This design comes from an exercise in tuning for small area on the open sky130 flow, not from production work.
The RTL was checked by simulation tests, not by an equivalence proof against the original design.
No driver is modelled on the clock port, so clocking that relies on it looks cheaper here than on a real chip.
Power is estimated from default activity; no workload was simulated.

## project_top_milestone_3
module project_top_milestone_3(clk, rst, push, hsync, vsync, rgb);
input clk, rst;
input [2:0] push;
output hsync, vsync;
output [2:0] rgb;
wire video_on, pix_adv, line_adv;
wire [9:0] pixel_x, pixel_y;
vgaSync vgaSync(.clk(clk), .rst(rst), .hsync(hsync), .vsync(vsync), .video_on(video_on),
                .pix_adv(pix_adv), .line_adv(line_adv), .pixel_x(pixel_x), .pixel_y(pixel_y));
pixelGeneration pixelGeneration(.clk(clk), .rst(rst), .push(push), .pixel_x(pixel_x),
                .pixel_y(pixel_y), .pix_adv(pix_adv), .line_adv(line_adv), .video_on(video_on),
                .rgb(rgb));
endmodule
Size: ~440 cells after synthesis, about 10 I/O pins, roughly 4000 um^2 of cells after synthesis.
export LEC_CHECK = 0
export CAP_MARGIN = 20
export CORE_MARGIN = 2
export CORE_UTILIZATION = 40
export CTS_BUF_LIST = sky130_fd_sc_hd__clkbuf_4
export SLEW_MARGIN = 20
create_clock -name core_clock -period 20.0 [get_ports {clk}]
standard.sh (not shown) runs the stock make flow with config.mk's settings and CLKGATE_MAP_FILE= SYNTH_SCRIPT=/design/flow/synth_recipe.tcl, a recipe that flattens the netlist after the stock synthesis.
==> flow/flow/run.sh <==
#!/bin/bash
# Layout flow: the standard flow (standard.sh), with these changes:
#  - after the standard synthesis, the combinational logic is re-mapped by ABC
#    with area-oriented scripts; flip-flops, full adders and tie cells stay as
#    synthesized. Half adders are first kept too, and later dissolved into logic
#    for ABC to re-map. Full adders whose inputs mostly come through inverters are
#    turned to the opposite polarity (a full adder is self-dual) between
#    re-mappings. The smallest netlist found is kept, and it is proven
#    equivalent to the standard netlist;
#  - the port buffers are buf_1 cells;
#  - clock tree synthesis uses clkbuf_4 buffers and inserts no dummy loads; clock
#    buffers whose sinks see a slow clock edge are then upsized to clkbuf_8.
# Each tool's output goes to a log file of its own in this folder.
set -euo pipefail
HERE=$(cd "$(dirname "$0")" && pwd)
WD=$(pwd)
LIB=$FLOW_HOME/platforms/$FLOW_PLATFORM/lib/sky130_fd_sc_hd__tt_025C_1v80.lib
RES=$WD/orfs/results/$FLOW_PLATFORM/project_top_milestone_3/base
mkdir -p "$WD/remap"
R=$WD/remap
KEEP_HA='__(fa|fah\w*|ha|conb)_\d+$'

area() { grep "Chip area" "$1/reopt_stat.txt" | awk '{print $NF}'; }
smaller() { awk -v a="$1" -v b="$2" 'BEGIN { exit !(a < b) }'; }

bash standard.sh synth > "$WD/1_synth_standard.log" 2>&1
cp "$RES/1_2_yosys.v" "$WD/synth_standard.v"

# first re-mapping (half adders kept), then full-adder polarity
bash "$HERE/reopt.sh" "$WD/synth_standard.v" "$R/r0.v" "$LIB" "$R/r0" "$HERE/reopt_fast.abc" "$KEEP_HA" > "$WD/2_remap_r0.log" 2>&1
python3 "$HERE/fa_polarity.py" "$R/r0.v" "$R/p0.v" > "$WD/3_fa_polarity_p0.log" 2>&1

# deep re-mappings with four seeds, in parallel
for s in 1 2 3 4; do
  sed "s/&deepsyn -T 60/\&deepsyn -T 60 -S $s/" "$HERE/reopt_deep.abc" > "$R/deep_$s.abc"
  bash "$HERE/reopt.sh" "$R/p0.v" "$R/d$s.v" "$LIB" "$R/d$s" "$R/deep_$s.abc" "$KEEP_HA" > "$WD/4_remap_deep_$s.log" 2>&1 &
done
wait
best=$R/r0.v; besta=$(area "$R/r0")
for s in 1 2 3 4; do
  if smaller "$(area "$R/d$s")" "$besta"; then best=$R/d$s.v; besta=$(area "$R/d$s"); fi
done

# alternate polarity and fast re-mapping from the best netlist: four rounds with
# the half adders kept, then sixteen with them dissolved
cur=$best
for i in $(seq 1 20); do
  keep=$KEEP_HA
  if [ "$i" -gt 4 ]; then keep='__(fa|fah\w*|conb)_\d+$'; fi
  python3 "$HERE/fa_polarity.py" "$cur" "$R/p$i.v" > "$WD/5_fa_polarity_p$i.log" 2>&1
  bash "$HERE/reopt.sh" "$R/p$i.v" "$R/i$i.v" "$LIB" "$R/i$i" "$HERE/reopt_fast.abc" "$keep" > "$WD/6_remap_i$i.log" 2>&1
  if smaller "$(area "$R/i$i")" "$besta"; then best=$R/i$i.v; besta=$(area "$R/i$i"); fi
  cur=$R/i$i.v
done
echo "kept $best ($besta um2)" > "$WD/7_remap_choice.log"
cp "$best" "$WD/synth_final.v"
(cd "$R/r0" && bash "$HERE/equiv.sh" "$WD/synth_standard.v" "$WD/synth_final.v" "$LIB") > "$WD/8_equiv.log" 2>&1

cp "$WD/synth_final.v" "$RES/1_2_yosys.v"
rm -f "$RES/1_synth.odb" "$RES/1_synth.sdc"

export BUFFER_PORTS_ARGS="-buffer_cell sky130_fd_sc_hd__buf_1"
export POST_CTS_TCL="$HERE/post_cts.tcl"
export CTS_ARGS="-sink_clustering_enable -repair_clock_nets -buf_list sky130_fd_sc_hd__clkbuf_4 -dont_use_dummy_load"
bash standard.sh finish > "$WD/9_layout.log" 2>&1
Other scripts of this flow, unchanged in this note and not shown: flow/flow/equiv.sh, flow/flow/fa_polarity.py, flow/flow/gen_cells.py, flow/flow/post_cts.tcl, flow/flow/reopt.sh, flow/flow/reopt_deep.abc, flow/flow/reopt_fast.abc
The starting point ran to the end with no violations.
==> next run, changes <==
--- a/flow/flow/run.sh
+++ b/flow/flow/run.sh
@@ -45 +45 @@
-# the half adders kept, then sixteen with them dissolved
+# the half adders kept, then six with them dissolved
@@ -47 +47 @@
-for i in $(seq 1 20); do
+for i in 1 2 3 4 5 6 7 8 9 10; do
Result: The changed run finished with timing, DRC and antenna clean. Cell count climbs by 0.34%. Power is higher by 3.3%. Hold slack degrades by 0.024 ns. Utilization came out higher by 0.26 points. Global-route usage came out lower by 0.64 points. Clock skew stays flat. Fmax is lower by 2.3%.
==> next run, changes <==
--- a/flow/flow/run.sh
+++ b/flow/flow/run.sh
@@ -7,0 +8 @@
+#    re-mappings, along four chains of re-mappings that start from four deep
@@ -23 +24,8 @@
-area() { grep "Chip area" "$1/reopt_stat.txt" | awk '{print $NF}'; }
+# area of a re-mapping, or a huge number if it did not finish
+area() {
+  if [ -s "$1.v" ] && grep -q "Chip area" "$1/reopt_stat.txt" 2>/dev/null; then
+    grep "Chip area" "$1/reopt_stat.txt" | awk '{print $NF}'
+  else
+    echo 1e12
+  fi
+}
@@ -44,10 +52,18 @@
-# alternate polarity and fast re-mapping from the best netlist: four rounds with
-# the half adders kept, then six with them dissolved
-cur=$best
-for i in 1 2 3 4 5 6 7 8 9 10; do
-  keep=$KEEP_HA
-  if [ "$i" -gt 4 ]; then keep='__(fa|fah\w*|conb)_\d+$'; fi
-  python3 "$HERE/fa_polarity.py" "$cur" "$R/p$i.v" > "$WD/5_fa_polarity_p$i.log" 2>&1
-  bash "$HERE/reopt.sh" "$R/p$i.v" "$R/i$i.v" "$LIB" "$R/i$i" "$HERE/reopt_fast.abc" "$keep" > "$WD/6_remap_i$i.log" 2>&1
-  if smaller "$(area "$R/i$i")" "$besta"; then best=$R/i$i.v; besta=$(area "$R/i$i"); fi
-  cur=$R/i$i.v
+# from each deep re-mapping, in parallel: alternate polarity and fast re-mapping,
+# four rounds with the half adders kept, then sixteen with them dissolved
+chain() {
+  local s=$1 cur=$R/d$1.v keep i
+  for i in $(seq 1 20); do
+    keep=$KEEP_HA
+    if [ "$i" -gt 4 ]; then keep='__(fa|fah\w*|conb)_\d+$'; fi
+    python3 "$HERE/fa_polarity.py" "$cur" "$R/c${s}p$i.v" > "$WD/5_fa_polarity_c${s}p$i.log" 2>&1
+    bash "$HERE/reopt.sh" "$R/c${s}p$i.v" "$R/c${s}i$i.v" "$LIB" "$R/c${s}i$i" "$HERE/reopt_fast.abc" "$keep" > "$WD/6_remap_c${s}i$i.log" 2>&1
+    cur=$R/c${s}i$i.v
+  done
+}
+for s in 1 2 3 4; do chain $s & done
+wait
+for s in 1 2 3 4; do
+  for i in $(seq 1 20); do
+    if smaller "$(area "$R/c${s}i$i")" "$besta"; then best=$R/c${s}i$i.v; besta=$(area "$R/c${s}i$i"); fi
+  done
What happened:
- die area went down slightly
- core utilization went down by 0.22 points
- routed wire length went up by a few percent
- via count went up slightly
- cell count went up slightly
- combinational power went down by a few percent
- cell area went down slightly
- total power went down by a few percent
- worst hold slack improved by 0.016 ns
- global-route usage went up by 0.96 points
- clock-buffer cell count is unchanged

-- port drivers added, routing unchanged --
Ports are ideal in the flow. The routed layouts listed here were re-timed in OpenROAD. Step 1 assumes that a clkbuf_16 drives the clock port and a buf_2 every other input. Step 2 also shifts input and output timing later by t, the mid clock arrival at the registers, as if the neighbouring blocks saw the same clock. Slacks: ideal / step 1 / step 2; pairs: ideal / step 1.
run | t (ns) | setup WS [ns] | worst setup path at the end | worst data-port slew with drivers (ns)
the first run | 0.352 | 9.088 / 9.058 / 9.410 | register to output | 0.03
the second run | 0.369 | 8.829 / 8.799 / 9.168 | register to output | 0.03
the third run | 0.366 | 9.262 / 9.229 / 9.595 | register to output | 0.03
After both steps every run listed still meets setup and hold.
